Source: an optimization exercise on an open RTL-to-GDS flow (aim: small area and a short achievable clock period). Production flows keep margins and buffers that such runs may drop.
The RTL was checked by simulation tests, not by an equivalence proof against the original design.
Power is estimated from default activity; no workload was simulated.

`flow/constraint.sdc`:
```
create_clock -name core_clock -period 12.0 [get_ports {clk}]
set_input_delay 2.4000 -clock core_clock [delete_from_list [all_inputs] [get_ports {clk}]]
set_output_delay 2.4000 -clock core_clock [all_outputs]
set_load 0.01 [all_outputs]
```
`flow/config.mk`:
```
export PLATFORM = sky130hd
export DESIGN_NAME = cpu
export DESIGN_NICKNAME = cpu
export VERILOG_FILES = /design/flow/design.v
export SDC_FILE = /design/flow/constraint.sdc
export NUM_CORES = 4
export LEC_CHECK = 0
export CAP_MARGIN = 20
export CORE_MARGIN = 2
export CORE_UTILIZATION = 60
export CTS_BUF_LIST = sky130_fd_sc_hd__clkbuf_8
export CTS_CLUSTER_DIAMETER = 50
export CTS_CLUSTER_SIZE = 16
export PLACE_DENSITY = 0.7
export SETUP_SLACK_MARGIN = 2.0
export SLEW_MARGIN = 20
export SYNTH_HIERARCHICAL = 1
```
`flow/standard.sh`:
```
#!/bin/bash
# synth_recipe.tcl (not shown) runs the flow's synth.tcl, then flattens the netlist and writes it again
# the make line also repeats each setting of config.mk as NAME=value (left out here)
make -C /OpenROAD-flow-scripts/flow DESIGN_CONFIG=/design/flow/config.mk WORK_HOME=/design/flow/orfs CLKGATE_MAP_FILE= SYNTH_SCRIPT=/design/flow/synth_recipe.tcl "${@:-finish}"
```
`flow/design.v`:
```
`timescale 1ns / 1ps
module g_inv(input a, output y);
	assign y = ~a;
endmodule
module g_nand2(input a, b, output y);
	assign y = ~(a & b);
endmodule
module g_nor2(input a, b, output y);
	assign y = ~(a | b);
endmodule
module g_xor2(input a, b, output y);
	assign y = a ^ b;
endmodule
module g_xnor2(input a, b, output y);
	assign y = ~(a ^ b);
endmodule
module g_aoi21(input a1, a2, b1, output y);
	assign y = ~((a1 & a2) | b1);
endmodule
module g_oai21(input a1, a2, b1, output y);
	assign y = ~((a1 | a2) & b1);
endmodule
module g_nmaj3(input a, b, c, output y);
	assign y = ~((a & b) | (c & (a | b)));
endmodule
module g_mux2i(input a0, a1, s, output y);
	assign y = ~(s ? a1 : a0);
endmodule
module g_maj3nn(input an, bn, c, output y);
	assign y = (~an & ~bn) | (c & (~an | ~bn));
endmodule
module g_or3(input a, b, c, output y);
	assign y = a | b | c;
endmodule
module g_fsel(input a, b, c, d, e, output y);
	assign y = (a & b) | (c & d) | e;
endmodule
module g_fsel5(input a, b, c, d, e, g, h, output y);
	assign y = (a & b) | (c & d) | e | g | h;
endmodule
module g_a222oi(input a1, a2, b1, b2, c1, c2, output y);
	assign y = ~((a1 & a2) | (b1 & b2) | (c1 & c2));
endmodule
module g_a22oi(input a1, a2, b1, b2, output y);
	assign y = ~((a1 & a2) | (b1 & b2));
endmodule
module g_nand4(input a, b, c, d, output y);
	assign y = ~(a & b & c & d);
endmodule
module g_nand3(input a, b, c, output y);
	assign y = ~(a & b & c);
endmodule
module g_nor3(input a, b, c, output y);
	assign y = ~(a | b | c);
endmodule
module rdbit(input [31:0] d, input [31:0] s, output yn);
	wire [10:0] t;
	genvar k;
	generate for (k = 0; k < 10; k = k + 1) begin : g
		g_a222oi u(.a1(d[3*k]), .a2(s[3*k]), .b1(d[3*k+1]), .b2(s[3*k+1]), .c1(d[3*k+2]), .c2(s[3*k+2]), .y(t[k]));
	end endgenerate
	g_a22oi u10(.a1(d[30]), .a2(s[30]), .b1(d[31]), .b2(s[31]), .y(t[10]));
	wire n0, n1, n2;
	g_nand4 v0(.a(t[0]), .b(t[1]), .c(t[2]), .d(t[3]), .y(n0));
	g_nand4 v1(.a(t[4]), .b(t[5]), .c(t[6]), .d(t[7]), .y(n1));
	g_nand3 v2(.a(t[8]), .b(t[9]), .c(t[10]), .y(n2));
	g_nor3 w(.a(n0), .b(n1), .c(n2), .y(yn));
endmodule
module rdbit2(input [31:0] d, input [31:0] s, output yn, output y);
	wire [10:0] t;
	genvar k;
	generate for (k = 0; k < 10; k = k + 1) begin : g
		g_a222oi u(.a1(d[3*k]), .a2(s[3*k]), .b1(d[3*k+1]), .b2(s[3*k+1]), .c1(d[3*k+2]), .c2(s[3*k+2]), .y(t[k]));
	end endgenerate
	g_a22oi u10(.a1(d[30]), .a2(s[30]), .b1(d[31]), .b2(s[31]), .y(t[10]));
	wire n0, n1, n2;
	g_nand4 v0(.a(t[0]), .b(t[1]), .c(t[2]), .d(t[3]), .y(n0));
	g_nand4 v1(.a(t[4]), .b(t[5]), .c(t[6]), .d(t[7]), .y(n1));
	g_nand3 v2(.a(t[8]), .b(t[9]), .c(t[10]), .y(n2));
	g_nor3 w(.a(n0), .b(n1), .c(n2), .y(yn));
	g_or3 x(.a(n0), .b(n1), .c(n2), .y(y));
endmodule
module ksadd(input [31:0] an, input [31:0] bn, input cin, output [31:0] s, output coutn,
	output [31:0] g, output [31:0] p);
	wire g0_0, p0_0;
	g_maj3nn ug0_0(.an(an[0]), .bn(bn[0]), .c(cin), .y(g0_0));
	g_nor2 ugx_0(.a(an[0]), .b(bn[0]), .y(g[0]));
	g_xor2 up0_0(.a(an[0]), .b(bn[0]), .y(p0_0));
	assign p[0] = p0_0;
	wire g0_1, p0_1;
	g_nor2 ug0_1(.a(an[1]), .b(bn[1]), .y(g0_1));
	assign g[1] = g0_1;
	g_xor2 up0_1(.a(an[1]), .b(bn[1]), .y(p0_1));
	assign p[1] = p0_1;
	wire g0_2, p0_2;
	g_nor2 ug0_2(.a(an[2]), .b(bn[2]), .y(g0_2));
	assign g[2] = g0_2;
	g_xor2 up0_2(.a(an[2]), .b(bn[2]), .y(p0_2));
	assign p[2] = p0_2;
	wire g0_3, p0_3;
	g_nor2 ug0_3(.a(an[3]), .b(bn[3]), .y(g0_3));
	assign g[3] = g0_3;
	g_xor2 up0_3(.a(an[3]), .b(bn[3]), .y(p0_3));
	assign p[3] = p0_3;
	wire g0_4, p0_4;
	g_nor2 ug0_4(.a(an[4]), .b(bn[4]), .y(g0_4));
	assign g[4] = g0_4;
	g_xor2 up0_4(.a(an[4]), .b(bn[4]), .y(p0_4));
	assign p[4] = p0_4;
	wire g0_5, p0_5;
	g_nor2 ug0_5(.a(an[5]), .b(bn[5]), .y(g0_5));
	assign g[5] = g0_5;
	g_xor2 up0_5(.a(an[5]), .b(bn[5]), .y(p0_5));
	assign p[5] = p0_5;
	wire g0_6, p0_6;
	g_nor2 ug0_6(.a(an[6]), .b(bn[6]), .y(g0_6));
	assign g[6] = g0_6;
	g_xor2 up0_6(.a(an[6]), .b(bn[6]), .y(p0_6));
	assign p[6] = p0_6;
	wire g0_7, p0_7;
	g_nor2 ug0_7(.a(an[7]), .b(bn[7]), .y(g0_7));
	assign g[7] = g0_7;
	g_xor2 up0_7(.a(an[7]), .b(bn[7]), .y(p0_7));
	assign p[7] = p0_7;
	wire g0_8, p0_8;
	g_nor2 ug0_8(.a(an[8]), .b(bn[8]), .y(g0_8));
	assign g[8] = g0_8;
	g_xor2 up0_8(.a(an[8]), .b(bn[8]), .y(p0_8));
	assign p[8] = p0_8;
	wire g0_9, p0_9;
	g_nor2 ug0_9(.a(an[9]), .b(bn[9]), .y(g0_9));
	assign g[9] = g0_9;
	g_xor2 up0_9(.a(an[9]), .b(bn[9]), .y(p0_9));
	assign p[9] = p0_9;
	wire g0_10, p0_10;
	g_nor2 ug0_10(.a(an[10]), .b(bn[10]), .y(g0_10));
	assign g[10] = g0_10;
	g_xor2 up0_10(.a(an[10]), .b(bn[10]), .y(p0_10));
	assign p[10] = p0_10;
	wire g0_11, p0_11;
	g_nor2 ug0_11(.a(an[11]), .b(bn[11]), .y(g0_11));
	assign g[11] = g0_11;
	g_xor2 up0_11(.a(an[11]), .b(bn[11]), .y(p0_11));
	assign p[11] = p0_11;
	wire g0_12, p0_12;
	g_nor2 ug0_12(.a(an[12]), .b(bn[12]), .y(g0_12));
	assign g[12] = g0_12;
	g_xor2 up0_12(.a(an[12]), .b(bn[12]), .y(p0_12));
	assign p[12] = p0_12;
	wire g0_13, p0_13;
	g_nor2 ug0_13(.a(an[13]), .b(bn[13]), .y(g0_13));
	assign g[13] = g0_13;
	g_xor2 up0_13(.a(an[13]), .b(bn[13]), .y(p0_13));
	assign p[13] = p0_13;
	wire g0_14, p0_14;
	g_nor2 ug0_14(.a(an[14]), .b(bn[14]), .y(g0_14));
	assign g[14] = g0_14;
	g_xor2 up0_14(.a(an[14]), .b(bn[14]), .y(p0_14));
	assign p[14] = p0_14;
	wire g0_15, p0_15;
	g_nor2 ug0_15(.a(an[15]), .b(bn[15]), .y(g0_15));
	assign g[15] = g0_15;
	g_xor2 up0_15(.a(an[15]), .b(bn[15]), .y(p0_15));
	assign p[15] = p0_15;
	wire g0_16, p0_16;
	g_nor2 ug0_16(.a(an[16]), .b(bn[16]), .y(g0_16));
	assign g[16] = g0_16;
	g_xor2 up0_16(.a(an[16]), .b(bn[16]), .y(p0_16));
	assign p[16] = p0_16;
	wire g0_17, p0_17;
	g_nor2 ug0_17(.a(an[17]), .b(bn[17]), .y(g0_17));
	assign g[17] = g0_17;
	g_xor2 up0_17(.a(an[17]), .b(bn[17]), .y(p0_17));
	assign p[17] = p0_17;
	wire g0_18, p0_18;
	g_nor2 ug0_18(.a(an[18]), .b(bn[18]), .y(g0_18));
	assign g[18] = g0_18;
	g_xor2 up0_18(.a(an[18]), .b(bn[18]), .y(p0_18));
	assign p[18] = p0_18;
	wire g0_19, p0_19;
	g_nor2 ug0_19(.a(an[19]), .b(bn[19]), .y(g0_19));
	assign g[19] = g0_19;
	g_xor2 up0_19(.a(an[19]), .b(bn[19]), .y(p0_19));
	assign p[19] = p0_19;
	wire g0_20, p0_20;
	g_nor2 ug0_20(.a(an[20]), .b(bn[20]), .y(g0_20));
	assign g[20] = g0_20;
	g_xor2 up0_20(.a(an[20]), .b(bn[20]), .y(p0_20));
	assign p[20] = p0_20;
	wire g0_21, p0_21;
	g_nor2 ug0_21(.a(an[21]), .b(bn[21]), .y(g0_21));
	assign g[21] = g0_21;
	g_xor2 up0_21(.a(an[21]), .b(bn[21]), .y(p0_21));
	assign p[21] = p0_21;
	wire g0_22, p0_22;
	g_nor2 ug0_22(.a(an[22]), .b(bn[22]), .y(g0_22));
	assign g[22] = g0_22;
	g_xor2 up0_22(.a(an[22]), .b(bn[22]), .y(p0_22));
	assign p[22] = p0_22;
	wire g0_23, p0_23;
	g_nor2 ug0_23(.a(an[23]), .b(bn[23]), .y(g0_23));
	assign g[23] = g0_23;
	g_xor2 up0_23(.a(an[23]), .b(bn[23]), .y(p0_23));
	assign p[23] = p0_23;
	wire g0_24, p0_24;
	g_nor2 ug0_24(.a(an[24]), .b(bn[24]), .y(g0_24));
	assign g[24] = g0_24;
	g_xor2 up0_24(.a(an[24]), .b(bn[24]), .y(p0_24));
	assign p[24] = p0_24;
	wire g0_25, p0_25;
	g_nor2 ug0_25(.a(an[25]), .b(bn[25]), .y(g0_25));
	assign g[25] = g0_25;
	g_xor2 up0_25(.a(an[25]), .b(bn[25]), .y(p0_25));
	assign p[25] = p0_25;
	wire g0_26, p0_26;
	g_nor2 ug0_26(.a(an[26]), .b(bn[26]), .y(g0_26));
	assign g[26] = g0_26;
	g_xor2 up0_26(.a(an[26]), .b(bn[26]), .y(p0_26));
	assign p[26] = p0_26;
	wire g0_27, p0_27;
	g_nor2 ug0_27(.a(an[27]), .b(bn[27]), .y(g0_27));
	assign g[27] = g0_27;
	g_xor2 up0_27(.a(an[27]), .b(bn[27]), .y(p0_27));
	assign p[27] = p0_27;
	wire g0_28, p0_28;
	g_nor2 ug0_28(.a(an[28]), .b(bn[28]), .y(g0_28));
	assign g[28] = g0_28;
	g_xor2 up0_28(.a(an[28]), .b(bn[28]), .y(p0_28));
	assign p[28] = p0_28;
	wire g0_29, p0_29;
	g_nor2 ug0_29(.a(an[29]), .b(bn[29]), .y(g0_29));
	assign g[29] = g0_29;
	g_xor2 up0_29(.a(an[29]), .b(bn[29]), .y(p0_29));
	assign p[29] = p0_29;
	wire g0_30, p0_30;
	g_nor2 ug0_30(.a(an[30]), .b(bn[30]), .y(g0_30));
	assign g[30] = g0_30;
	g_xor2 up0_30(.a(an[30]), .b(bn[30]), .y(p0_30));
	assign p[30] = p0_30;
	wire g0_31, p0_31;
	g_nor2 ug0_31(.a(an[31]), .b(bn[31]), .y(g0_31));
	assign g[31] = g0_31;
	g_xor2 up0_31(.a(an[31]), .b(bn[31]), .y(p0_31));
	assign p[31] = p0_31;
	wire g1_1;
	g_aoi21 ug1_1(.a1(p0_1), .a2(g0_0), .b1(g0_1), .y(g1_1));
	wire g1_2;
	g_aoi21 ug1_2(.a1(p0_2), .a2(g0_1), .b1(g0_2), .y(g1_2));
	wire p1_2;
	g_nand2 up1_2(.a(p0_2), .b(p0_1), .y(p1_2));
	wire g1_3;
	g_aoi21 ug1_3(.a1(p0_3), .a2(g0_2), .b1(g0_3), .y(g1_3));
	wire p1_3;
	g_nand2 up1_3(.a(p0_3), .b(p0_2), .y(p1_3));
	wire g1_4;
	g_aoi21 ug1_4(.a1(p0_4), .a2(g0_3), .b1(g0_4), .y(g1_4));
	wire p1_4;
	g_nand2 up1_4(.a(p0_4), .b(p0_3), .y(p1_4));
	wire g1_5;
	g_aoi21 ug1_5(.a1(p0_5), .a2(g0_4), .b1(g0_5), .y(g1_5));
	wire p1_5;
	g_nand2 up1_5(.a(p0_5), .b(p0_4), .y(p1_5));
	wire g1_6;
	g_aoi21 ug1_6(.a1(p0_6), .a2(g0_5), .b1(g0_6), .y(g1_6));
	wire p1_6;
	g_nand2 up1_6(.a(p0_6), .b(p0_5), .y(p1_6));
	wire g1_7;
	g_aoi21 ug1_7(.a1(p0_7), .a2(g0_6), .b1(g0_7), .y(g1_7));
	wire p1_7;
	g_nand2 up1_7(.a(p0_7), .b(p0_6), .y(p1_7));
	wire g1_8;
	g_aoi21 ug1_8(.a1(p0_8), .a2(g0_7), .b1(g0_8), .y(g1_8));
	wire p1_8;
	g_nand2 up1_8(.a(p0_8), .b(p0_7), .y(p1_8));
	wire g1_9;
	g_aoi21 ug1_9(.a1(p0_9), .a2(g0_8), .b1(g0_9), .y(g1_9));
	wire p1_9;
	g_nand2 up1_9(.a(p0_9), .b(p0_8), .y(p1_9));
	wire g1_10;
	g_aoi21 ug1_10(.a1(p0_10), .a2(g0_9), .b1(g0_10), .y(g1_10));
	wire p1_10;
	g_nand2 up1_10(.a(p0_10), .b(p0_9), .y(p1_10));
	wire g1_11;
	g_aoi21 ug1_11(.a1(p0_11), .a2(g0_10), .b1(g0_11), .y(g1_11));
	wire p1_11;
	g_nand2 up1_11(.a(p0_11), .b(p0_10), .y(p1_11));
	wire g1_12;
	g_aoi21 ug1_12(.a1(p0_12), .a2(g0_11), .b1(g0_12), .y(g1_12));
	wire p1_12;
	g_nand2 up1_12(.a(p0_12), .b(p0_11), .y(p1_12));
	wire g1_13;
	g_aoi21 ug1_13(.a1(p0_13), .a2(g0_12), .b1(g0_13), .y(g1_13));
	wire p1_13;
	g_nand2 up1_13(.a(p0_13), .b(p0_12), .y(p1_13));
	wire g1_14;
	g_aoi21 ug1_14(.a1(p0_14), .a2(g0_13), .b1(g0_14), .y(g1_14));
	wire p1_14;
	g_nand2 up1_14(.a(p0_14), .b(p0_13), .y(p1_14));
	wire g1_15;
	g_aoi21 ug1_15(.a1(p0_15), .a2(g0_14), .b1(g0_15), .y(g1_15));
	wire p1_15;
	g_nand2 up1_15(.a(p0_15), .b(p0_14), .y(p1_15));
	wire g1_16;
	g_aoi21 ug1_16(.a1(p0_16), .a2(g0_15), .b1(g0_16), .y(g1_16));
	wire p1_16;
	g_nand2 up1_16(.a(p0_16), .b(p0_15), .y(p1_16));
	wire g1_17;
	g_aoi21 ug1_17(.a1(p0_17), .a2(g0_16), .b1(g0_17), .y(g1_17));
	wire p1_17;
	g_nand2 up1_17(.a(p0_17), .b(p0_16), .y(p1_17));
	wire g1_18;
	g_aoi21 ug1_18(.a1(p0_18), .a2(g0_17), .b1(g0_18), .y(g1_18));
	wire p1_18;
	g_nand2 up1_18(.a(p0_18), .b(p0_17), .y(p1_18));
	wire g1_19;
	g_aoi21 ug1_19(.a1(p0_19), .a2(g0_18), .b1(g0_19), .y(g1_19));
	wire p1_19;
	g_nand2 up1_19(.a(p0_19), .b(p0_18), .y(p1_19));
	wire g1_20;
	g_aoi21 ug1_20(.a1(p0_20), .a2(g0_19), .b1(g0_20), .y(g1_20));
	wire p1_20;
	g_nand2 up1_20(.a(p0_20), .b(p0_19), .y(p1_20));
	wire g1_21;
	g_aoi21 ug1_21(.a1(p0_21), .a2(g0_20), .b1(g0_21), .y(g1_21));
	wire p1_21;
	g_nand2 up1_21(.a(p0_21), .b(p0_20), .y(p1_21));
	wire g1_22;
	g_aoi21 ug1_22(.a1(p0_22), .a2(g0_21), .b1(g0_22), .y(g1_22));
	wire p1_22;
	g_nand2 up1_22(.a(p0_22), .b(p0_21), .y(p1_22));
	wire g1_23;
	g_aoi21 ug1_23(.a1(p0_23), .a2(g0_22), .b1(g0_23), .y(g1_23));
	wire p1_23;
	g_nand2 up1_23(.a(p0_23), .b(p0_22), .y(p1_23));
	wire g1_24;
	g_aoi21 ug1_24(.a1(p0_24), .a2(g0_23), .b1(g0_24), .y(g1_24));
	wire p1_24;
	g_nand2 up1_24(.a(p0_24), .b(p0_23), .y(p1_24));
	wire g1_25;
	g_aoi21 ug1_25(.a1(p0_25), .a2(g0_24), .b1(g0_25), .y(g1_25));
	wire p1_25;
	g_nand2 up1_25(.a(p0_25), .b(p0_24), .y(p1_25));
	wire g1_26;
	g_aoi21 ug1_26(.a1(p0_26), .a2(g0_25), .b1(g0_26), .y(g1_26));
	wire p1_26;
	g_nand2 up1_26(.a(p0_26), .b(p0_25), .y(p1_26));
	wire g1_27;
	g_aoi21 ug1_27(.a1(p0_27), .a2(g0_26), .b1(g0_27), .y(g1_27));
	wire p1_27;
	g_nand2 up1_27(.a(p0_27), .b(p0_26), .y(p1_27));
	wire g1_28;
	g_aoi21 ug1_28(.a1(p0_28), .a2(g0_27), .b1(g0_28), .y(g1_28));
	wire p1_28;
	g_nand2 up1_28(.a(p0_28), .b(p0_27), .y(p1_28));
	wire g1_29;
	g_aoi21 ug1_29(.a1(p0_29), .a2(g0_28), .b1(g0_29), .y(g1_29));
	wire p1_29;
	g_nand2 up1_29(.a(p0_29), .b(p0_28), .y(p1_29));
	wire g1_30;
	g_aoi21 ug1_30(.a1(p0_30), .a2(g0_29), .b1(g0_30), .y(g1_30));
	wire p1_30;
	g_nand2 up1_30(.a(p0_30), .b(p0_29), .y(p1_30));
	wire g1_31;
	g_aoi21 ug1_31(.a1(p0_31), .a2(g0_30), .b1(g0_31), .y(g1_31));
	wire p1_31;
	g_nand2 up1_31(.a(p0_31), .b(p0_30), .y(p1_31));
	wire gi_0;
	g_inv ugi_0(.a(g0_0), .y(gi_0));
	wire g2_2;
	g_oai21 ug2_2(.a1(p1_2), .a2(gi_0), .b1(g1_2), .y(g2_2));
	wire g2_3;
	g_oai21 ug2_3(.a1(p1_3), .a2(g1_1), .b1(g1_3), .y(g2_3));
	wire g2_4;
	g_oai21 ug2_4(.a1(p1_4), .a2(g1_2), .b1(g1_4), .y(g2_4));
	wire p2_4;
	g_nor2 up2_4(.a(p1_4), .b(p1_2), .y(p2_4));
	wire g2_5;
	g_oai21 ug2_5(.a1(p1_5), .a2(g1_3), .b1(g1_5), .y(g2_5));
	wire p2_5;
	g_nor2 up2_5(.a(p1_5), .b(p1_3), .y(p2_5));
	wire g2_6;
	g_oai21 ug2_6(.a1(p1_6), .a2(g1_4), .b1(g1_6), .y(g2_6));
	wire p2_6;
	g_nor2 up2_6(.a(p1_6), .b(p1_4), .y(p2_6));
	wire g2_7;
	g_oai21 ug2_7(.a1(p1_7), .a2(g1_5), .b1(g1_7), .y(g2_7));
	wire p2_7;
	g_nor2 up2_7(.a(p1_7), .b(p1_5), .y(p2_7));
	wire g2_8;
	g_oai21 ug2_8(.a1(p1_8), .a2(g1_6), .b1(g1_8), .y(g2_8));
	wire p2_8;
	g_nor2 up2_8(.a(p1_8), .b(p1_6), .y(p2_8));
	wire g2_9;
	g_oai21 ug2_9(.a1(p1_9), .a2(g1_7), .b1(g1_9), .y(g2_9));
	wire p2_9;
	g_nor2 up2_9(.a(p1_9), .b(p1_7), .y(p2_9));
	wire g2_10;
	g_oai21 ug2_10(.a1(p1_10), .a2(g1_8), .b1(g1_10), .y(g2_10));
	wire p2_10;
	g_nor2 up2_10(.a(p1_10), .b(p1_8), .y(p2_10));
	wire g2_11;
	g_oai21 ug2_11(.a1(p1_11), .a2(g1_9), .b1(g1_11), .y(g2_11));
	wire p2_11;
	g_nor2 up2_11(.a(p1_11), .b(p1_9), .y(p2_11));
	wire g2_12;
	g_oai21 ug2_12(.a1(p1_12), .a2(g1_10), .b1(g1_12), .y(g2_12));
	wire p2_12;
	g_nor2 up2_12(.a(p1_12), .b(p1_10), .y(p2_12));
	wire g2_13;
	g_oai21 ug2_13(.a1(p1_13), .a2(g1_11), .b1(g1_13), .y(g2_13));
	wire p2_13;
	g_nor2 up2_13(.a(p1_13), .b(p1_11), .y(p2_13));
	wire g2_14;
	g_oai21 ug2_14(.a1(p1_14), .a2(g1_12), .b1(g1_14), .y(g2_14));
	wire p2_14;
	g_nor2 up2_14(.a(p1_14), .b(p1_12), .y(p2_14));
	wire g2_15;
	g_oai21 ug2_15(.a1(p1_15), .a2(g1_13), .b1(g1_15), .y(g2_15));
	wire p2_15;
	g_nor2 up2_15(.a(p1_15), .b(p1_13), .y(p2_15));
	wire g2_16;
	g_oai21 ug2_16(.a1(p1_16), .a2(g1_14), .b1(g1_16), .y(g2_16));
	wire p2_16;
	g_nor2 up2_16(.a(p1_16), .b(p1_14), .y(p2_16));
	wire g2_17;
	g_oai21 ug2_17(.a1(p1_17), .a2(g1_15), .b1(g1_17), .y(g2_17));
	wire p2_17;
	g_nor2 up2_17(.a(p1_17), .b(p1_15), .y(p2_17));
	wire g2_18;
	g_oai21 ug2_18(.a1(p1_18), .a2(g1_16), .b1(g1_18), .y(g2_18));
	wire p2_18;
	g_nor2 up2_18(.a(p1_18), .b(p1_16), .y(p2_18));
	wire g2_19;
	g_oai21 ug2_19(.a1(p1_19), .a2(g1_17), .b1(g1_19), .y(g2_19));
	wire p2_19;
	g_nor2 up2_19(.a(p1_19), .b(p1_17), .y(p2_19));
	wire g2_20;
	g_oai21 ug2_20(.a1(p1_20), .a2(g1_18), .b1(g1_20), .y(g2_20));
	wire p2_20;
	g_nor2 up2_20(.a(p1_20), .b(p1_18), .y(p2_20));
	wire g2_21;
	g_oai21 ug2_21(.a1(p1_21), .a2(g1_19), .b1(g1_21), .y(g2_21));
	wire p2_21;
	g_nor2 up2_21(.a(p1_21), .b(p1_19), .y(p2_21));
	wire g2_22;
	g_oai21 ug2_22(.a1(p1_22), .a2(g1_20), .b1(g1_22), .y(g2_22));
	wire p2_22;
	g_nor2 up2_22(.a(p1_22), .b(p1_20), .y(p2_22));
	wire g2_23;
	g_oai21 ug2_23(.a1(p1_23), .a2(g1_21), .b1(g1_23), .y(g2_23));
	wire p2_23;
	g_nor2 up2_23(.a(p1_23), .b(p1_21), .y(p2_23));
	wire g2_24;
	g_oai21 ug2_24(.a1(p1_24), .a2(g1_22), .b1(g1_24), .y(g2_24));
	wire p2_24;
	g_nor2 up2_24(.a(p1_24), .b(p1_22), .y(p2_24));
	wire g2_25;
	g_oai21 ug2_25(.a1(p1_25), .a2(g1_23), .b1(g1_25), .y(g2_25));
	wire p2_25;
	g_nor2 up2_25(.a(p1_25), .b(p1_23), .y(p2_25));
	wire g2_26;
	g_oai21 ug2_26(.a1(p1_26), .a2(g1_24), .b1(g1_26), .y(g2_26));
	wire p2_26;
	g_nor2 up2_26(.a(p1_26), .b(p1_24), .y(p2_26));
	wire g2_27;
	g_oai21 ug2_27(.a1(p1_27), .a2(g1_25), .b1(g1_27), .y(g2_27));
	wire p2_27;
	g_nor2 up2_27(.a(p1_27), .b(p1_25), .y(p2_27));
	wire g2_28;
	g_oai21 ug2_28(.a1(p1_28), .a2(g1_26), .b1(g1_28), .y(g2_28));
	wire p2_28;
	g_nor2 up2_28(.a(p1_28), .b(p1_26), .y(p2_28));
	wire g2_29;
	g_oai21 ug2_29(.a1(p1_29), .a2(g1_27), .b1(g1_29), .y(g2_29));
	wire p2_29;
	g_nor2 up2_29(.a(p1_29), .b(p1_27), .y(p2_29));
	wire g2_30;
	g_oai21 ug2_30(.a1(p1_30), .a2(g1_28), .b1(g1_30), .y(g2_30));
	wire p2_30;
	g_nor2 up2_30(.a(p1_30), .b(p1_28), .y(p2_30));
	wire g2_31;
	g_oai21 ug2_31(.a1(p1_31), .a2(g1_29), .b1(g1_31), .y(g2_31));
	wire p2_31;
	g_nor2 up2_31(.a(p1_31), .b(p1_29), .y(p2_31));
	wire g3_4;
	g_aoi21 ug3_4(.a1(p2_4), .a2(g0_0), .b1(g2_4), .y(g3_4));
	wire gi_1;
	g_inv ugi_1(.a(g1_1), .y(gi_1));
	wire g3_5;
	g_aoi21 ug3_5(.a1(p2_5), .a2(gi_1), .b1(g2_5), .y(g3_5));
	wire g3_6;
	g_aoi21 ug3_6(.a1(p2_6), .a2(g2_2), .b1(g2_6), .y(g3_6));
	wire g3_7;
	g_aoi21 ug3_7(.a1(p2_7), .a2(g2_3), .b1(g2_7), .y(g3_7));
	wire g3_8;
	g_aoi21 ug3_8(.a1(p2_8), .a2(g2_4), .b1(g2_8), .y(g3_8));
	wire p3_8;
	g_nand2 up3_8(.a(p2_8), .b(p2_4), .y(p3_8));
	wire g3_9;
	g_aoi21 ug3_9(.a1(p2_9), .a2(g2_5), .b1(g2_9), .y(g3_9));
	wire p3_9;
	g_nand2 up3_9(.a(p2_9), .b(p2_5), .y(p3_9));
	wire g3_10;
	g_aoi21 ug3_10(.a1(p2_10), .a2(g2_6), .b1(g2_10), .y(g3_10));
	wire p3_10;
	g_nand2 up3_10(.a(p2_10), .b(p2_6), .y(p3_10));
	wire g3_11;
	g_aoi21 ug3_11(.a1(p2_11), .a2(g2_7), .b1(g2_11), .y(g3_11));
	wire p3_11;
	g_nand2 up3_11(.a(p2_11), .b(p2_7), .y(p3_11));
	wire g3_12;
	g_aoi21 ug3_12(.a1(p2_12), .a2(g2_8), .b1(g2_12), .y(g3_12));
	wire p3_12;
	g_nand2 up3_12(.a(p2_12), .b(p2_8), .y(p3_12));
	wire g3_13;
	g_aoi21 ug3_13(.a1(p2_13), .a2(g2_9), .b1(g2_13), .y(g3_13));
	wire p3_13;
	g_nand2 up3_13(.a(p2_13), .b(p2_9), .y(p3_13));
	wire g3_14;
	g_aoi21 ug3_14(.a1(p2_14), .a2(g2_10), .b1(g2_14), .y(g3_14));
	wire p3_14;
	g_nand2 up3_14(.a(p2_14), .b(p2_10), .y(p3_14));
	wire g3_15;
	g_aoi21 ug3_15(.a1(p2_15), .a2(g2_11), .b1(g2_15), .y(g3_15));
	wire p3_15;
	g_nand2 up3_15(.a(p2_15), .b(p2_11), .y(p3_15));
	wire g3_16;
	g_aoi21 ug3_16(.a1(p2_16), .a2(g2_12), .b1(g2_16), .y(g3_16));
	wire p3_16;
	g_nand2 up3_16(.a(p2_16), .b(p2_12), .y(p3_16));
	wire g3_17;
	g_aoi21 ug3_17(.a1(p2_17), .a2(g2_13), .b1(g2_17), .y(g3_17));
	wire p3_17;
	g_nand2 up3_17(.a(p2_17), .b(p2_13), .y(p3_17));
	wire g3_18;
	g_aoi21 ug3_18(.a1(p2_18), .a2(g2_14), .b1(g2_18), .y(g3_18));
	wire p3_18;
	g_nand2 up3_18(.a(p2_18), .b(p2_14), .y(p3_18));
	wire g3_19;
	g_aoi21 ug3_19(.a1(p2_19), .a2(g2_15), .b1(g2_19), .y(g3_19));
	wire p3_19;
	g_nand2 up3_19(.a(p2_19), .b(p2_15), .y(p3_19));
	wire g3_20;
	g_aoi21 ug3_20(.a1(p2_20), .a2(g2_16), .b1(g2_20), .y(g3_20));
	wire p3_20;
	g_nand2 up3_20(.a(p2_20), .b(p2_16), .y(p3_20));
	wire g3_21;
	g_aoi21 ug3_21(.a1(p2_21), .a2(g2_17), .b1(g2_21), .y(g3_21));
	wire p3_21;
	g_nand2 up3_21(.a(p2_21), .b(p2_17), .y(p3_21));
	wire g3_22;
	g_aoi21 ug3_22(.a1(p2_22), .a2(g2_18), .b1(g2_22), .y(g3_22));
	wire p3_22;
	g_nand2 up3_22(.a(p2_22), .b(p2_18), .y(p3_22));
	wire g3_23;
	g_aoi21 ug3_23(.a1(p2_23), .a2(g2_19), .b1(g2_23), .y(g3_23));
	wire p3_23;
	g_nand2 up3_23(.a(p2_23), .b(p2_19), .y(p3_23));
	wire g3_24;
	g_aoi21 ug3_24(.a1(p2_24), .a2(g2_20), .b1(g2_24), .y(g3_24));
	wire p3_24;
	g_nand2 up3_24(.a(p2_24), .b(p2_20), .y(p3_24));
	wire g3_25;
	g_aoi21 ug3_25(.a1(p2_25), .a2(g2_21), .b1(g2_25), .y(g3_25));
	wire p3_25;
	g_nand2 up3_25(.a(p2_25), .b(p2_21), .y(p3_25));
	wire g3_26;
	g_aoi21 ug3_26(.a1(p2_26), .a2(g2_22), .b1(g2_26), .y(g3_26));
	wire p3_26;
	g_nand2 up3_26(.a(p2_26), .b(p2_22), .y(p3_26));
	wire g3_27;
	g_aoi21 ug3_27(.a1(p2_27), .a2(g2_23), .b1(g2_27), .y(g3_27));
	wire p3_27;
	g_nand2 up3_27(.a(p2_27), .b(p2_23), .y(p3_27));
	wire g3_28;
	g_aoi21 ug3_28(.a1(p2_28), .a2(g2_24), .b1(g2_28), .y(g3_28));
	wire p3_28;
	g_nand2 up3_28(.a(p2_28), .b(p2_24), .y(p3_28));
	wire g3_29;
	g_aoi21 ug3_29(.a1(p2_29), .a2(g2_25), .b1(g2_29), .y(g3_29));
	wire p3_29;
	g_nand2 up3_29(.a(p2_29), .b(p2_25), .y(p3_29));
	wire g3_30;
	g_aoi21 ug3_30(.a1(p2_30), .a2(g2_26), .b1(g2_30), .y(g3_30));
	wire p3_30;
	g_nand2 up3_30(.a(p2_30), .b(p2_26), .y(p3_30));
	wire g3_31;
	g_aoi21 ug3_31(.a1(p2_31), .a2(g2_27), .b1(g2_31), .y(g3_31));
	wire p3_31;
	g_nand2 up3_31(.a(p2_31), .b(p2_27), .y(p3_31));
	wire g4_8;
	g_oai21 ug4_8(.a1(p3_8), .a2(gi_0), .b1(g3_8), .y(g4_8));
	wire g4_9;
	g_oai21 ug4_9(.a1(p3_9), .a2(g1_1), .b1(g3_9), .y(g4_9));
	wire gi_2;
	g_inv ugi_2(.a(g2_2), .y(gi_2));
	wire g4_10;
	g_oai21 ug4_10(.a1(p3_10), .a2(gi_2), .b1(g3_10), .y(g4_10));
	wire gi_3;
	g_inv ugi_3(.a(g2_3), .y(gi_3));
	wire g4_11;
	g_oai21 ug4_11(.a1(p3_11), .a2(gi_3), .b1(g3_11), .y(g4_11));
	wire g4_12;
	g_oai21 ug4_12(.a1(p3_12), .a2(g3_4), .b1(g3_12), .y(g4_12));
	wire g4_13;
	g_oai21 ug4_13(.a1(p3_13), .a2(g3_5), .b1(g3_13), .y(g4_13));
	wire g4_14;
	g_oai21 ug4_14(.a1(p3_14), .a2(g3_6), .b1(g3_14), .y(g4_14));
	wire g4_15;
	g_oai21 ug4_15(.a1(p3_15), .a2(g3_7), .b1(g3_15), .y(g4_15));
	wire g4_16;
	g_oai21 ug4_16(.a1(p3_16), .a2(g3_8), .b1(g3_16), .y(g4_16));
	wire p4_16;
	g_nor2 up4_16(.a(p3_16), .b(p3_8), .y(p4_16));
	wire g4_17;
	g_oai21 ug4_17(.a1(p3_17), .a2(g3_9), .b1(g3_17), .y(g4_17));
	wire p4_17;
	g_nor2 up4_17(.a(p3_17), .b(p3_9), .y(p4_17));
	wire g4_18;
	g_oai21 ug4_18(.a1(p3_18), .a2(g3_10), .b1(g3_18), .y(g4_18));
	wire p4_18;
	g_nor2 up4_18(.a(p3_18), .b(p3_10), .y(p4_18));
	wire g4_19;
	g_oai21 ug4_19(.a1(p3_19), .a2(g3_11), .b1(g3_19), .y(g4_19));
	wire p4_19;
	g_nor2 up4_19(.a(p3_19), .b(p3_11), .y(p4_19));
	wire g4_20;
	g_oai21 ug4_20(.a1(p3_20), .a2(g3_12), .b1(g3_20), .y(g4_20));
	wire p4_20;
	g_nor2 up4_20(.a(p3_20), .b(p3_12), .y(p4_20));
	wire g4_21;
	g_oai21 ug4_21(.a1(p3_21), .a2(g3_13), .b1(g3_21), .y(g4_21));
	wire p4_21;
	g_nor2 up4_21(.a(p3_21), .b(p3_13), .y(p4_21));
	wire g4_22;
	g_oai21 ug4_22(.a1(p3_22), .a2(g3_14), .b1(g3_22), .y(g4_22));
	wire p4_22;
	g_nor2 up4_22(.a(p3_22), .b(p3_14), .y(p4_22));
	wire g4_23;
	g_oai21 ug4_23(.a1(p3_23), .a2(g3_15), .b1(g3_23), .y(g4_23));
	wire p4_23;
	g_nor2 up4_23(.a(p3_23), .b(p3_15), .y(p4_23));
	wire g4_24;
	g_oai21 ug4_24(.a1(p3_24), .a2(g3_16), .b1(g3_24), .y(g4_24));
	wire p4_24;
	g_nor2 up4_24(.a(p3_24), .b(p3_16), .y(p4_24));
	wire g4_25;
	g_oai21 ug4_25(.a1(p3_25), .a2(g3_17), .b1(g3_25), .y(g4_25));
	wire p4_25;
	g_nor2 up4_25(.a(p3_25), .b(p3_17), .y(p4_25));
	wire g4_26;
	g_oai21 ug4_26(.a1(p3_26), .a2(g3_18), .b1(g3_26), .y(g4_26));
	wire p4_26;
	g_nor2 up4_26(.a(p3_26), .b(p3_18), .y(p4_26));
	wire g4_27;
	g_oai21 ug4_27(.a1(p3_27), .a2(g3_19), .b1(g3_27), .y(g4_27));
	wire p4_27;
	g_nor2 up4_27(.a(p3_27), .b(p3_19), .y(p4_27));
	wire g4_28;
	g_oai21 ug4_28(.a1(p3_28), .a2(g3_20), .b1(g3_28), .y(g4_28));
	wire p4_28;
	g_nor2 up4_28(.a(p3_28), .b(p3_20), .y(p4_28));
	wire g4_29;
	g_oai21 ug4_29(.a1(p3_29), .a2(g3_21), .b1(g3_29), .y(g4_29));
	wire p4_29;
	g_nor2 up4_29(.a(p3_29), .b(p3_21), .y(p4_29));
	wire g4_30;
	g_oai21 ug4_30(.a1(p3_30), .a2(g3_22), .b1(g3_30), .y(g4_30));
	wire p4_30;
	g_nor2 up4_30(.a(p3_30), .b(p3_22), .y(p4_30));
	wire g4_31;
	g_oai21 ug4_31(.a1(p3_31), .a2(g3_23), .b1(g3_31), .y(g4_31));
	wire p4_31;
	g_nor2 up4_31(.a(p3_31), .b(p3_23), .y(p4_31));
	wire g5_16;
	g_aoi21 ug5_16(.a1(p4_16), .a2(g0_0), .b1(g4_16), .y(g5_16));
	wire g5_17;
	g_aoi21 ug5_17(.a1(p4_17), .a2(gi_1), .b1(g4_17), .y(g5_17));
	wire g5_18;
	g_aoi21 ug5_18(.a1(p4_18), .a2(g2_2), .b1(g4_18), .y(g5_18));
	wire g5_19;
	g_aoi21 ug5_19(.a1(p4_19), .a2(g2_3), .b1(g4_19), .y(g5_19));
	wire gi_4;
	g_inv ugi_4(.a(g3_4), .y(gi_4));
	wire g5_20;
	g_aoi21 ug5_20(.a1(p4_20), .a2(gi_4), .b1(g4_20), .y(g5_20));
	wire gi_5;
	g_inv ugi_5(.a(g3_5), .y(gi_5));
	wire g5_21;
	g_aoi21 ug5_21(.a1(p4_21), .a2(gi_5), .b1(g4_21), .y(g5_21));
	wire gi_6;
	g_inv ugi_6(.a(g3_6), .y(gi_6));
	wire g5_22;
	g_aoi21 ug5_22(.a1(p4_22), .a2(gi_6), .b1(g4_22), .y(g5_22));
	wire gi_7;
	g_inv ugi_7(.a(g3_7), .y(gi_7));
	wire g5_23;
	g_aoi21 ug5_23(.a1(p4_23), .a2(gi_7), .b1(g4_23), .y(g5_23));
	wire g5_24;
	g_aoi21 ug5_24(.a1(p4_24), .a2(g4_8), .b1(g4_24), .y(g5_24));
	wire g5_25;
	g_aoi21 ug5_25(.a1(p4_25), .a2(g4_9), .b1(g4_25), .y(g5_25));
	wire g5_26;
	g_aoi21 ug5_26(.a1(p4_26), .a2(g4_10), .b1(g4_26), .y(g5_26));
	wire g5_27;
	g_aoi21 ug5_27(.a1(p4_27), .a2(g4_11), .b1(g4_27), .y(g5_27));
	wire g5_28;
	g_aoi21 ug5_28(.a1(p4_28), .a2(g4_12), .b1(g4_28), .y(g5_28));
	wire g5_29;
	g_aoi21 ug5_29(.a1(p4_29), .a2(g4_13), .b1(g4_29), .y(g5_29));
	wire g5_30;
	g_aoi21 ug5_30(.a1(p4_30), .a2(g4_14), .b1(g4_30), .y(g5_30));
	wire g5_31;
	g_aoi21 ug5_31(.a1(p4_31), .a2(g4_15), .b1(g4_31), .y(g5_31));
	g_xor2 us0(.a(p0_0), .b(cin), .y(s[0]));
	g_xor2 us1(.a(p0_1), .b(g0_0), .y(s[1]));
	g_xnor2 us2(.a(p0_2), .b(g1_1), .y(s[2]));
	g_xor2 us3(.a(p0_3), .b(g2_2), .y(s[3]));
	g_xor2 us4(.a(p0_4), .b(g2_3), .y(s[4]));
	g_xnor2 us5(.a(p0_5), .b(g3_4), .y(s[5]));
	g_xnor2 us6(.a(p0_6), .b(g3_5), .y(s[6]));
	g_xnor2 us7(.a(p0_7), .b(g3_6), .y(s[7]));
	g_xnor2 us8(.a(p0_8), .b(g3_7), .y(s[8]));
	g_xor2 us9(.a(p0_9), .b(g4_8), .y(s[9]));
	g_xor2 us10(.a(p0_10), .b(g4_9), .y(s[10]));
	g_xor2 us11(.a(p0_11), .b(g4_10), .y(s[11]));
	g_xor2 us12(.a(p0_12), .b(g4_11), .y(s[12]));
	g_xor2 us13(.a(p0_13), .b(g4_12), .y(s[13]));
	g_xor2 us14(.a(p0_14), .b(g4_13), .y(s[14]));
	g_xor2 us15(.a(p0_15), .b(g4_14), .y(s[15]));
	g_xor2 us16(.a(p0_16), .b(g4_15), .y(s[16]));
	g_xnor2 us17(.a(p0_17), .b(g5_16), .y(s[17]));
	g_xnor2 us18(.a(p0_18), .b(g5_17), .y(s[18]));
	g_xnor2 us19(.a(p0_19), .b(g5_18), .y(s[19]));
	g_xnor2 us20(.a(p0_20), .b(g5_19), .y(s[20]));
	g_xnor2 us21(.a(p0_21), .b(g5_20), .y(s[21]));
	g_xnor2 us22(.a(p0_22), .b(g5_21), .y(s[22]));
	g_xnor2 us23(.a(p0_23), .b(g5_22), .y(s[23]));
	g_xnor2 us24(.a(p0_24), .b(g5_23), .y(s[24]));
	g_xnor2 us25(.a(p0_25), .b(g5_24), .y(s[25]));
	g_xnor2 us26(.a(p0_26), .b(g5_25), .y(s[26]));
	g_xnor2 us27(.a(p0_27), .b(g5_26), .y(s[27]));
	g_xnor2 us28(.a(p0_28), .b(g5_27), .y(s[28]));
	g_xnor2 us29(.a(p0_29), .b(g5_28), .y(s[29]));
	g_xnor2 us30(.a(p0_30), .b(g5_29), .y(s[30]));
	g_xnor2 us31(.a(p0_31), .b(g5_30), .y(s[31]));
	assign coutn = g5_31;
endmodule
module shl32(input [31:0] bn, input [4:0] s, output [31:0] y);
	wire [31:0] l0, l1, l2, l3;
	wire [4:0] sn = ~s;
	genvar i;
	generate for (i = 0; i < 32; i = i + 1) begin : st
		if (i >= 1) begin : a0
			g_mux2i m(.a0(bn[i]), .a1(bn[i-1]), .s(s[0]), .y(l0[i]));
		end else begin : z0
			g_nor2 m(.a(bn[i]), .b(s[0]), .y(l0[i]));
		end
		if (i >= 2) begin : a1
			g_mux2i m(.a0(l0[i]), .a1(l0[i-2]), .s(s[1]), .y(l1[i]));
		end else begin : z1
			g_nand2 m(.a(l0[i]), .b(sn[1]), .y(l1[i]));
		end
		if (i >= 4) begin : a2
			g_mux2i m(.a0(l1[i]), .a1(l1[i-4]), .s(s[2]), .y(l2[i]));
		end else begin : z2
			g_nor2 m(.a(l1[i]), .b(s[2]), .y(l2[i]));
		end
		if (i >= 8) begin : a3
			g_mux2i m(.a0(l2[i]), .a1(l2[i-8]), .s(s[3]), .y(l3[i]));
		end else begin : z3
			g_nand2 m(.a(l2[i]), .b(sn[3]), .y(l3[i]));
		end
		if (i >= 16) begin : a4
			g_mux2i m(.a0(l3[i]), .a1(l3[i-16]), .s(s[4]), .y(y[i]));
		end else begin : z4
			g_nor2 m(.a(l3[i]), .b(s[4]), .y(y[i]));
		end
	end endgenerate
endmodule
module cpu(clk, rst, display, f, imem_addr, imem_data, dmem_addr, dmem_we, dmem_wdata, dmem_rdata);
	input clk, rst;
	input [3:0] display;
	output [31:0] f;
	output [5:0] imem_addr;
	input [31:0] imem_data;
	output [5:0] dmem_addr;
	output dmem_we;
	output [31:0] dmem_wdata;
	input [31:0] dmem_rdata;
	reg [31:0] PC;
	reg [1023:0] rf;
	reg [31:0] valid;
	wire [31:0] I = imem_data;
	wire [5:0] opcode = I[31:26];
	wire [4:0] rs = I[25:21];
	wire [4:0] rt = I[20:16];
	wire [4:0] rd = I[15:11];
	wire [5:0] func = I[5:0];
	wire [15:0] imm = I[15:0];
	wire op_r    = opcode == 6'b000000;
	wire op_j    = opcode == 6'b000010;
	wire op_jal  = opcode == 6'b000011;
	wire op_addi = opcode == 6'b001000;
	wire op_andi = opcode == 6'b001100;
	wire op_xori = opcode == 6'b001110;
	wire op_sltiu= opcode == 6'b001011;
	wire op_lw   = opcode == 6'b100011;
	wire op_sw   = opcode == 6'b101011;
	wire op_beq  = opcode == 6'b000100;
	wire op_bne  = opcode == 6'b000101;
	wire f_sub  = op_r & (func == 6'b100010);
	wire f_and  = op_r & (func == 6'b100100);
	wire f_or   = op_r & (func == 6'b100101);
	wire f_xor  = op_r & (func == 6'b100110);
	wire f_nor  = op_r & (func == 6'b100111);
	wire f_sltu = op_r & (func == 6'b101011);
	wire f_sllv = op_r & (func == 6'b000100);
	wire f_jr   = op_r & (func == 6'b001000);
	wire use_imm = op_addi | op_andi | op_xori | op_sltiu | op_lw | op_sw;
	wire sext    = op_addi | op_lw | op_sw;
	wire alu_and = f_and | op_andi;
	wire alu_or  = f_or;
	wire alu_xor = f_xor | op_xori;
	wire alu_nor = f_nor;
	wire alu_slt = f_sltu | op_sltiu;
	wire alu_sll = f_sllv;
	wire alu_sub = f_sub | op_beq | op_bne;
	wire alu_log = alu_and | alu_or | alu_xor | alu_nor;
	wire alu_ari = ~(alu_log | alu_slt | alu_sll);
	wire do_sub  = alu_sub | alu_slt;
	wire write_reg = ~(f_jr | op_j | op_sw | op_beq | op_bne);
	wire wr_rt     = op_addi | op_andi | op_xori | op_sltiu | op_lw;
	wire [4:0] W_Addr = op_jal ? 5'b11111 : (wr_rt ? rt : rd);
	wire [31:0] selA = valid & (32'b1 << rs);
	wire [31:0] selB = valid & (32'b1 << rt);
	wire [31:0] An, RBn, RB;
	wire [31:0] A = ~An;
	genvar gb, gr;
	generate for (gb = 0; gb < 32; gb = gb + 1) begin : rb
		wire [31:0] col;
		for (gr = 0; gr < 32; gr = gr + 1) begin : c
			assign col[gr] = rf[gr*32 + gb];
		end
		rdbit ua(.d(col), .s(selA), .yn(An[gb]));
		rdbit2 ub(.d(col), .s(selB), .yn(RBn[gb]), .y(RB[gb]));
	end endgenerate
	integer i;
	wire [31:0] imm_ext = {{16{sext & imm[15]}}, imm};
	wire [31:0] immx = imm_ext ^ {32{do_sub}};
	wire s_bimm = use_imm;
	wire s_badd = ~use_imm & ~do_sub;
	wire s_bsub = ~use_imm & do_sub;
	wire [31:0] Bxn;
	generate for (gb = 0; gb < 32; gb = gb + 1) begin : bx
		g_a222oi u(.a1(s_bimm), .a2(immx[gb]), .b1(s_badd), .b2(RB[gb]), .c1(s_bsub), .c2(RBn[gb]), .y(Bxn[gb]));
	end endgenerate
	wire [31:0] Bx = ~Bxn;
	wire [31:0] S, g, p;
	wire coutn;
	ksadd adder(.an(An), .bn(Bxn), .cin(do_sub), .s(S), .coutn(coutn), .g(g), .p(p));
	wire lt = coutn;
	wire [31:0] shl_raw;
	shl32 shifter(.bn(Bxn), .s(A[4:0]), .y(shl_raw));
	wire big = |A[31:5];
	wire [31:0] shl = big ? 32'b0 : shl_raw;
	wire [31:0] AorB = g | p;
	wire [31:0] L = ({32{alu_and}} & g)
	              | ({32{alu_or}}  & AorB)
	              | ({32{alu_xor}} & p)
	              | ({32{alu_nor}} & ~AorB);
	wire [31:0] F = ({32{alu_ari}} & S)
	              | ({32{alu_slt}} & {31'b0, lt})
	              | ({32{alu_sll}} & shl)
	              | L;
	wire z_add = ~|(p ^ {AorB[30:0], 1'b0});
	wire z_sub = &p;
	wire z_sll = (|A[31:5]) | ~|(Bx & (32'hffffffff >> A[4:0]));
	wire [16:0] icl;
	wire [14:0] ich;
	assign icl[0] = 1'b1;
	assign ich[0] = 1'b1;
	genvar gk;
	generate for (gk = 0; gk < 16; gk = gk + 1) begin : incl
		assign icl[gk+1] = icl[gk] & PC[gk+2];
	end
	for (gk = 0; gk < 14; gk = gk + 1) begin : inch
		assign ich[gk+1] = ich[gk] & PC[gk+18];
	end endgenerate
	wire [13:0] PChi1 = PC[31:18] ^ ich[13:0];
	wire [31:0] PC4 = {icl[16] ? PChi1 : PC[31:18], PC[17:2] ^ icl[15:0], PC[1:0]};
	wire [17:0] brl = {1'b0, PC[17:2], 1'b1} + {1'b0, imm, 1'b1};
	wire [31:0] BR = {brl[17] ? PChi1 : PC[31:18], brl[16:1], PC[1:0]};
	wire take_br = (op_beq & z_sub) | (op_bne & ~z_sub);
	always @(posedge clk or posedge rst) begin
		if (rst) PC <= 32'b0;
		else if (f_jr) PC <= A;
		else if (op_j | op_jal) PC <= {PC4[31:28], I[25:0], 2'b00};
		else if (take_br) PC <= BR;
		else PC <= PC4;
	end
	wire [31:0] W_Data = op_jal ? PC4 : (op_lw ? dmem_rdata : F);
	wire [31:0] wsel = {32{write_reg}} & (32'b1 << W_Addr);
	always @(posedge clk or posedge rst) begin
		if (rst) valid <= 32'b0;
		else valid <= valid | wsel;
	end
	always @(posedge clk) begin
		for (i = 0; i < 32; i = i + 1)
			if (wsel[i]) rf[i*32 +: 32] <= W_Data;
	end
	assign imem_addr = PC[7:2];
	assign dmem_addr = F[7:2];
	assign dmem_we = op_sw;
	assign dmem_wdata = RB;
	wire d_pc = display == 4'b1000;
	wire d_fl = display == 4'b0100;
	wire d_rd = display == 4'b0010;
	wire d_f  = display == 4'b0001;
	wire s_ari = d_f & alu_ari;
	wire s_sll = d_f & alu_sll;
	wire s_slt = d_f & alu_slt;
	wire s_of  = d_fl & alu_ari;
	wire s_zsub = d_fl & alu_sub;
	wire s_zadd = d_fl & alu_ari & ~alu_sub;
	wire s_zslt = d_fl & alu_slt;
	wire s_zsll = d_fl & alu_sll;
	wire s_zlog = d_fl & alu_log;
	wire [31:0] f_early = ({32{d_pc}} & PC) | ({32{d_rd}} & dmem_rdata) | ({32{d_f}} & L);
	wire s_sllx = s_sll & ~big;
	wire f0_slt = s_slt & lt;
	wire f0_of  = s_of & (A[31] ~^ Bx[31]) & (S[31] ^ A[31]);
	wire f1_a = (z_sub & s_zsub) | (z_add & s_zadd);
	wire f1_b = (~lt & s_zslt) | (z_sll & s_zsll) | (~|L & s_zlog);
	g_fsel5 uf0(.a(s_ari), .b(S[0]), .c(s_sllx), .d(shl_raw[0]), .e(f_early[0]), .g(f0_slt), .h(f0_of), .y(f[0]));
	g_fsel5 uf1(.a(s_ari), .b(S[1]), .c(s_sllx), .d(shl_raw[1]), .e(f_early[1]), .g(f1_a), .h(f1_b), .y(f[1]));
	generate for (gb = 2; gb < 32; gb = gb + 1) begin : fo
		g_fsel u(.a(s_ari), .b(S[gb]), .c(s_sllx), .d(shl_raw[gb]), .e(f_early[gb]), .y(f[gb]));
	end endgenerate
endmodule
```
`flow/flow/run.sh`:
```
#!/bin/bash
# Layout flow: the standard ORFS flow (standard.sh: standard synthesis, floorplan, place,
# CTS, route, finish), unchanged except that buffer_ports buffers the ports with plain
# buffers (sky130 buf_1, which the resizer may size up later) instead of the delay buffers
# (clkdlybuf4s50_1) it picks on its own. Every port still gets its buffer.
# make's output goes to standard_flow.log; ORFS keeps each step's full log under orfs/logs/.
set -euo pipefail
export BUFFER_PORTS_ARGS="-buffer_cell sky130_fd_sc_hd__buf_1"
bash standard.sh finish > standard_flow.log 2>&1
```
==> summary.md, run 1 <==
| Metric | Value |
|---|---|
| Status | `finished clean` |
| Mapped cell area | `53500 um^2` |
| Core area | `88400 um^2` |
| Pleak | `20.2 nW` |
| 1st-iter DRT viols | `13300` |
| Max-cap viol count | `0` |
| Post-route setup TNS | `0 ns` |
| Post-synth top area share | `0.574` |
| Pwr Total | `12.4 mW` |
| Period minus WS final | `10.14 ns` |
| Tcrit/Tclk final | `0.845` |
| CTS Buffer Depth | `3` |
| DR DRC count | `0` |
| Reg-to-reg slack, setup | `5.20 ns` |
| HPWL after detailed placement | `157000 um` |
| Post-route ant nets | `0` |
| Syn nets | `3992` |
| Most frequent cells in the layout | `edfxtp_1, a222oi_1, buf_4` |
| Input/output buffers | `146` |
| Hold violation count in the final report | `0` |
| Chip Height | `303 um` |
| Type of origin of the critical path | `input pin` |
| Ys flop type | `edfxtp_1` |
| Worst r2r src | `valid[8]` |
| First-pass GRT wire length | `323000 um` |
| First drt pass iteration count | `17` |
| Worst-path clk slew | `0.09 ns` |
| CTS Root Cell | `clkbuf_8` |
| Vias/cell | `8.44` |
| CTS Hold Bufs | `0` |
| Largest net degree at the start of global routing | `65` |
| Final Instance Count excl. Fillers | `5591` |
| Yosys top cell by area | `edfxtp_1` |
| Max_slew headroom | `0.169` |
| Avg Inst Size Synth | `13.8 um^2` |
| Yosys warns | `7` |
| Yosys reg bits | `1088` |
| Final Max Tran Viols | `0` |
| Gr usage total | `0.504` |
| Antenna violations before repair | `11` |
| Hold WC Path Type | `reg -> reg` |
| Unique masters post-synth | `88` |
| Die Area | `91600 um^2` |
| Number of cell rows | `109` |
| # nets final | `4445` |
| Cells after DPL | `5305` |
| Final WL | `235000 um` |
| Pwr dens | `203 nW/um^2` |
| Fraction of layout cells with a size suffix above 1 | `0.215` |
| Hold depth | `1` |
| Worst setup EP type | `output port` |
| Depth of the worst register-to-register path | `19` |
| Synth Instances | `3878` |
| Drt wl/cell | `42.1 um` |
| Initial Utilization | `0.606` |
| Clk_skew | `0.0605 ns` |
| Area delta synth->final | `13.7%` |
| FF-to-FF End | `rf[526]` |
| Vias | `47200` |
| Critical Setup Path Class | `in -> out` |
| RD Place Congestion | `1.17` |
| Commonest non-fill, non-tap cell in the layout | `edfxtp_1` |
| CTS buffer count | `101` |
| Top post-synthesis cells by area | `edfxtp_1, a222oi_1, dfrtp_1, mux2i_1, nand4_1` |
| H-tree depth | `3` |
| CP Max Fanout | `32` |
| Number of global-route vias before repair | `42800` |
| FMAX | `0.0987 GHz` |
| Worst-Margin Slew | `1.25 ns` |
| Grt total ovfl | `0` |
| Chip Width | `303 um` |
| Hold path endpoint | `valid[28]` |
| Asr flop ratio synth | `0.0588` |
| IO Count | `147` |
| Register area share after synthesis | `0.604` |
| Clock latency on the worst-skew pair | `0.84 ns` |
| Fin Hold WS | `0.498 ns` |
| Worst endpoint required time | `9.60 ns` |
| HP Start | `valid[28]` |
| Number of synthesized flops with an enable pin | `1024` |
| RSZ-0062 raised after global routing | `yes` |
| Final setup viols | `0` |
| Peak VDD IR | `0.361 mV` |
| Final Util | `0.688` |
| Worst EP arrival | `7.74 ns` |
| CTS tree | `done` |
| CTS Sinks | `1088` |
[modules after synthesis (local to each module, per instance), a selection]
module	area, um^2	times used	cells	flops+latches
g_xor2	8.76	44	1	0
g_or3	6.26	32	1	0
shl32	7.51	1	2	0
g_nand2	3.75	64	1	0
g_a222oi	10.0	672	1	0
g_inv	3.75	8	1	0
g_mux2i	10.0	129	1	0
cpu	39800	1	2259	1088
g_nand4	6.26	128	1	0
g_oai21	5.00	54	1	0
[cell families (layout without fill, tap and decap cells)]
kind of cell             Yosys count  in the layout  synth area share
buffers and inverters            205            737            0.0211
adder cells (fa/ha/maj)           46             46            0.0108
AO/OA/AOI/OAI                   1347           1347             0.221
multiplexers                     164            164            0.0308
XOR/XNOR                         110            110            0.0180
other                              0             15                 0
AND/OR/NAND/NOR                  918            919            0.0942
flip-flops                      1088           1088             0.604
[cell usage after synthesis, types with 9 or more instances]
cell       instances
a2111oi_0         10
a211o_1           16
a211oi_1          29
a21o_1            23
a21oi_1           86
a21oi_2           76
a221o_1           33
a221oi_1          15
a222oi_1         686
a22oi_1           44
a22oi_2           64
a32oi_1            9
and3_1            76
buf_2             13
buf_4             72
buf_6             10
clkbuf_1          52
dfrtp_1           64
edfxtp_1        1024
ha_1              43
inv_1             52
mux2i_1          160
nand2_1          129
nand2b_1           9
nand3_1           98
nand4_1          153
nor2_1           238
nor2b_1           12
nor3_1            19
nor3_2            67
o211ai_1          20
o21ai_0           97
o21ai_1           63
o21bai_1          10
or2_1             15
or2_2             12
or3_1             38
xnor2_1           33
xor2_1            77
[where the power goes]
group          switching, mW  internal, mW  leakage [nW]  total [mW]
registers              0.176          5.22          9.96        5.39
clock network           1.39          1.13          1.16        2.52
logic                   3.30          1.16          9.08        4.47
total                   4.87          7.51          20.2        12.4
[layer usage]
layer / vias up / global-route usage / share of wire
met1: 22700 / 0.629 / 0.32
met4: 8 / 0.348 / 0.094
met5: - / 0.0109 / 0.0011
li1: 18200 / - / -
met3: 1108 / 0.244 / 0.19
met2: 5162 / 0.688 / 0.40
[how the worst max path moves through the flow]
stage / start / to / slack [ns] / depth (start not counted)
floorplan: imem_data[30] / f[0] / 2.27 / 19
global placement: imem_data[20] / f[0] / 0.99 / 20
detailed placement: imem_data[17] / f[0] / 0.90 / 21
CTS: imem_data[16] / f[0] / 2.00 / 21
global route: imem_data[16] / f[1] / 1.90 / 21
finish: imem_data[22] / f[23] / 1.86 / 14
[registers in the layout, indices dropped and copies added, names as in the netlist]
name / cells
PC: 32
valid: 32
rf: 1024
[what timing repair did]
action	4_1_cts	5_1_grt
cloned	0	1
hold endpoints to repair	0	0
endpoints found under the setup margin	38	38
buffers inserted	59	28
pin swaps	49	41
gates resized for setup	105	80
[layout make-up]
class	instances	area [um^2]
clock buffer	103	1420
antenna	15	37.5
timing repair buffer	500	3380
fill	6353	27500
multi-input combinational	2586	21100
sequential	1088	32400
tap	1165	1460
clock inverter	80	881
inverter	54	206
[worst max-delay path, cell delays in order]
cell and delay, ns:
clkbuf_2 0.17, and2_2 0.35, and3_1 0.34, buf_4 0.28, a222oi_1 0.30, nand4_1 0.78, nor3_4 0.86, nand4_1 0.19
nor4_2 0.54, nand2_1 0.26, nor3_2 0.16, buf_4 0.42, a221o_1 0.43, buf_1 0.19
[through the flow]
stage / area, um^2 / setup WS [ns]
3_3_place_gp: 57000 / 0.991
5_1_grt: 60800 / 1.90
2_1_floorplan: 53500 / 2.27
6_report: 60800 / 1.86
4_1_cts: 60200 / 2.00
3_5_place_dp: 57100 / 0.898
==> run 2, diff against run 1 <==
--- a/flow/design.v
+++ b/flow/design.v
@@ -748,5 +748,4 @@
 endmodule
-module shl32(input [31:0] bn, input [4:0] s, output [31:0] y);
+module shl32(input [31:0] bn, input [4:0] s, input [4:0] sn, output [31:0] y);
 	wire [31:0] l0, l1, l2, l3;
-	wire [4:0] sn = ~s;
 	genvar i;
@@ -754,3 +753,3 @@
 		if (i >= 1) begin : a0
-			g_mux2i m(.a0(bn[i]), .a1(bn[i-1]), .s(s[0]), .y(l0[i]));
+			g_mux2i m(.a0(bn[i-1]), .a1(bn[i]), .s(sn[0]), .y(l0[i]));
 		end else begin : z0
@@ -759,3 +758,3 @@
 		if (i >= 2) begin : a1
-			g_mux2i m(.a0(l0[i]), .a1(l0[i-2]), .s(s[1]), .y(l1[i]));
+			g_mux2i m(.a0(l0[i-2]), .a1(l0[i]), .s(sn[1]), .y(l1[i]));
 		end else begin : z1
@@ -764,3 +763,3 @@
 		if (i >= 4) begin : a2
-			g_mux2i m(.a0(l1[i]), .a1(l1[i-4]), .s(s[2]), .y(l2[i]));
+			g_mux2i m(.a0(l1[i-4]), .a1(l1[i]), .s(sn[2]), .y(l2[i]));
 		end else begin : z2
@@ -769,3 +768,3 @@
 		if (i >= 8) begin : a3
-			g_mux2i m(.a0(l2[i]), .a1(l2[i-8]), .s(s[3]), .y(l3[i]));
+			g_mux2i m(.a0(l2[i-8]), .a1(l2[i]), .s(sn[3]), .y(l3[i]));
 		end else begin : z3
@@ -774,3 +773,3 @@
 		if (i >= 16) begin : a4
-			g_mux2i m(.a0(l3[i]), .a1(l3[i-16]), .s(s[4]), .y(y[i]));
+			g_mux2i m(.a0(l3[i-16]), .a1(l3[i]), .s(sn[4]), .y(y[i]));
 		end else begin : z4
@@ -863,3 +862,3 @@
 	wire [31:0] shl_raw;
-	shl32 shifter(.bn(Bxn), .s(A[4:0]), .y(shl_raw));
+	shl32 shifter(.bn(Bxn), .s(A[4:0]), .sn(An[4:0]), .y(shl_raw));
 	wire big = |A[31:5];
--- a/flow/config.mk
+++ b/flow/config.mk
@@ -9,3 +9,3 @@
 export CORE_MARGIN = 2
-export CORE_UTILIZATION = 60
+export CORE_UTILIZATION = 55
 export CTS_BUF_LIST = sky130_fd_sc_hd__clkbuf_8
@@ -13,3 +13,3 @@
 export CTS_CLUSTER_SIZE = 16
-export PLACE_DENSITY = 0.7
+export PLACE_DENSITY = 0.65
 export SETUP_SLACK_MARGIN = 2.0
==> run 2 against run 1 <==
  * Still clean
  * Flip-flop and latch count did not move
  * Maximum frequency fell by 0.80%
  * Critical path depth rose by 7
  * Clock power fell by 6%
  * First-iteration DRC count fell by 4.8%
==> summary.md, run 2 <==
| Metric | Value |
|---|---|
| Depth of the worst register-to-register path | `13 (-6)` |
| CTS Root Cell | `clkbuf_8` |
| Peak VDD IR | `0.150 mV (-58%)` |
| Max FFs per register | `1024 (unchanged)` |
| Hold path endpoint | `valid[10]` |
| IO Count | `147 (unchanged)` |
| RD Place Congestion | `1.09 (-6.2%)` |
| Largest net degree at the start of global routing | `65 (unchanged)` |
| Ys flop type | `edfxtp_1` |
| Hold WC Path Type | `reg -> reg` |
| Max-cap viol count | `0 (unchanged)` |
| Grt total ovfl | `0 (unchanged)` |
| Clk_skew | `0.111 ns (+0.0508 ns)` |
| CTS buffer count | `100 (-0.99%)` |
| Number of synthesized flops with an enable pin | `1024 (unchanged)` |
| Adder-cell share of the synthesized area | `0.0108 (about the same)` |
| Top post-synthesis cells by count | `edfxtp_1, a222oi_1, nor2_1, mux2i_1, nand4_1` |
| Die Area | `99800 um^2 (+9.0%)` |
| Critical Setup Path Class | `in -> out` |
| Final WL | `245000 um (+4.0%)` |
| Largest registers | `rf: 1024 flops, PC: 32 flops, valid: 32 flops` |
| Status | `finished clean` |
| Commonest non-fill, non-tap cell in the layout | `edfxtp_1` |
| Vias | `46700 (-1.1%)` |
| Simple logic cell fraction of the synthesized area | `0.0942 (about the same)` |
| Final Max Tran Viols | `0 (unchanged)` |
| Drt wl/cell | `42.9 um (+1.9%)` |
| HPWL after detailed placement | `171000 um (+9.2%)` |
| Fill cells | `7390 (+16%)` |
| Unique masters post-synth | `88 (unchanged)` |
| DR DRC count | `0 (unchanged)` |
| FMAX | `0.0979 GHz (-0.80%)` |
| Largest family of logic cells by synthesized area | `compound AO/OA/AOI/OAI gates` |
| H-tree depth | `3 (unchanged)` |
## run 2: cells by family (layout without fill, tap and decap cells)
group,Yosys count,after routing
fa+ha+maj,46,46
flops,1088,1088
other cells,0,5
mux,164,164
buf+inv,203,754
xor+xnor,110,110
simple gates,918,919
compound gates,1347,1347
## run 2: layer usage
metal | track usage | share of wire
met5 | 0.00521 | 0.0014
met2 | 0.675 | 0.41
met4 | 0.280 | 0.074
met1 | 0.618 | 0.34
met3 | 0.198 | 0.17
## run 2: area by class of cell
| cell class | instances | share of cell area |
|---|---|---|
| diodes | 5 | 0.000205 |
| clock buffers | 105 | 0.0236 |
| clock inverters | 68 | 0.0115 |
| inverters | 52 | 0.00319 |
| multi-input cells | 2586 | 0.346 |
| flip-flops and latches | 1088 | 0.529 |
| well taps | 1276 | 0.0261 |
| repair buffers | 529 | 0.0605 |
## run 2: metrics by stage
stage | hold slack, ns | total power [mW] | utilization | cells | instance area (um^2)
2_1_floorplan | 0.439 | 7.58 | - | 3876 | 53600
4_1_cts | 0.482 | 12.0 | 0.627 | 5674 | 60600
5_1_grt | 0.502 | 12.6 | 0.633 | 5706 | 61100
6_report | 0.484 | 12.4 | 0.633 | 5709 | 61100
3_3_place_gp | 0.460 | 9.63 | 0.596 | 5442 | 57600
3_5_place_dp | 0.462 | 9.64 | 0.597 | 5444 | 57600
## run 2: worst max-delay path: stages
cell	delay, ns
buf_2	0.19
nor3b_1	0.21
and3_1	0.23
buf_12	0.19
a222oi_1	0.74
nand4_1	0.55
or3_4	0.53
a222oi_1	0.40
buf_4	0.26
xor2_4	0.27
nand2_1	0.15
nor2_2	0.20
nand2_1	0.10
o21ai_1	0.17
a21oi_2	0.07
xnor2_1	0.18
or3_1	0.34
a211oi_2	0.27
nor3_2	0.06
nand2_1	0.11
buf_1	0.17
## run 2: power breakdown
group	leakage (nW)	switching, mW	internal, mW
Sequential	9.96	0.203	5.22
Combinational	9.87	3.41	1.20
Clock	1.10	1.41	0.965
## run 2: Yosys stat by module (local to each module, per instance), excerpt
module / flops+latches / cells / area, um^2 / copies in the design
g_a222oi: 0 / 1 / 10.0 / 672
g_aoi21: 0 / 1 / 8.76 / 75
g_fsel: 0 / 1 / 10.0 / 30
g_fsel5: 0 / 3 / 21.3 / 2
g_inv: 0 / 1 / 3.75 / 8
g_maj3nn: 0 / 3 / 18.8 / 1
g_mux2i: 0 / 1 / 10.0 / 129
g_nand3: 0 / 1 / 5.00 / 64
g_nand4: 0 / 1 / 6.26 / 128
g_nor3: 0 / 1 / 10.0 / 64
g_oai21: 0 / 1 / 5.00 / 54
g_or3: 0 / 1 / 6.26 / 32
g_xnor2: 0 / 1 / 8.76 / 20
g_xor2: 0 / 1 / 8.76 / 44
ksadd: 0 / 63 / 473 / 1
## run 2: worst max path at each step
stage                             start   end  slack [ns]  cells past startpoint
final                     imem_data[19]  f[0]        1.78                     21
after global routing      imem_data[19]  f[0]        1.88                     21
after CTS                 imem_data[16]  f[1]        1.99                     20
after detailed placement  imem_data[26]  f[1]        0.90                     21
after global placement    imem_data[26]  f[1]        0.89                     21
after floorplan           imem_data[30]  f[0]        2.27                     19
## run 2: repair_timing
action,4_1_cts,5_1_grt
gates resized for setup,97,63
pin swaps,55,49
cloned,1,0
buffers inserted,56,28
setup endpoints to repair,36,30

Check on run 2: ideal ports give 1.782 ns setup slack; a clkbuf_16 on the clock port and buf_2 on the inputs give 1.561 ns; moving port delays by the midpoint clock arrival (0.891 ns) as well gives 1.561 ns.
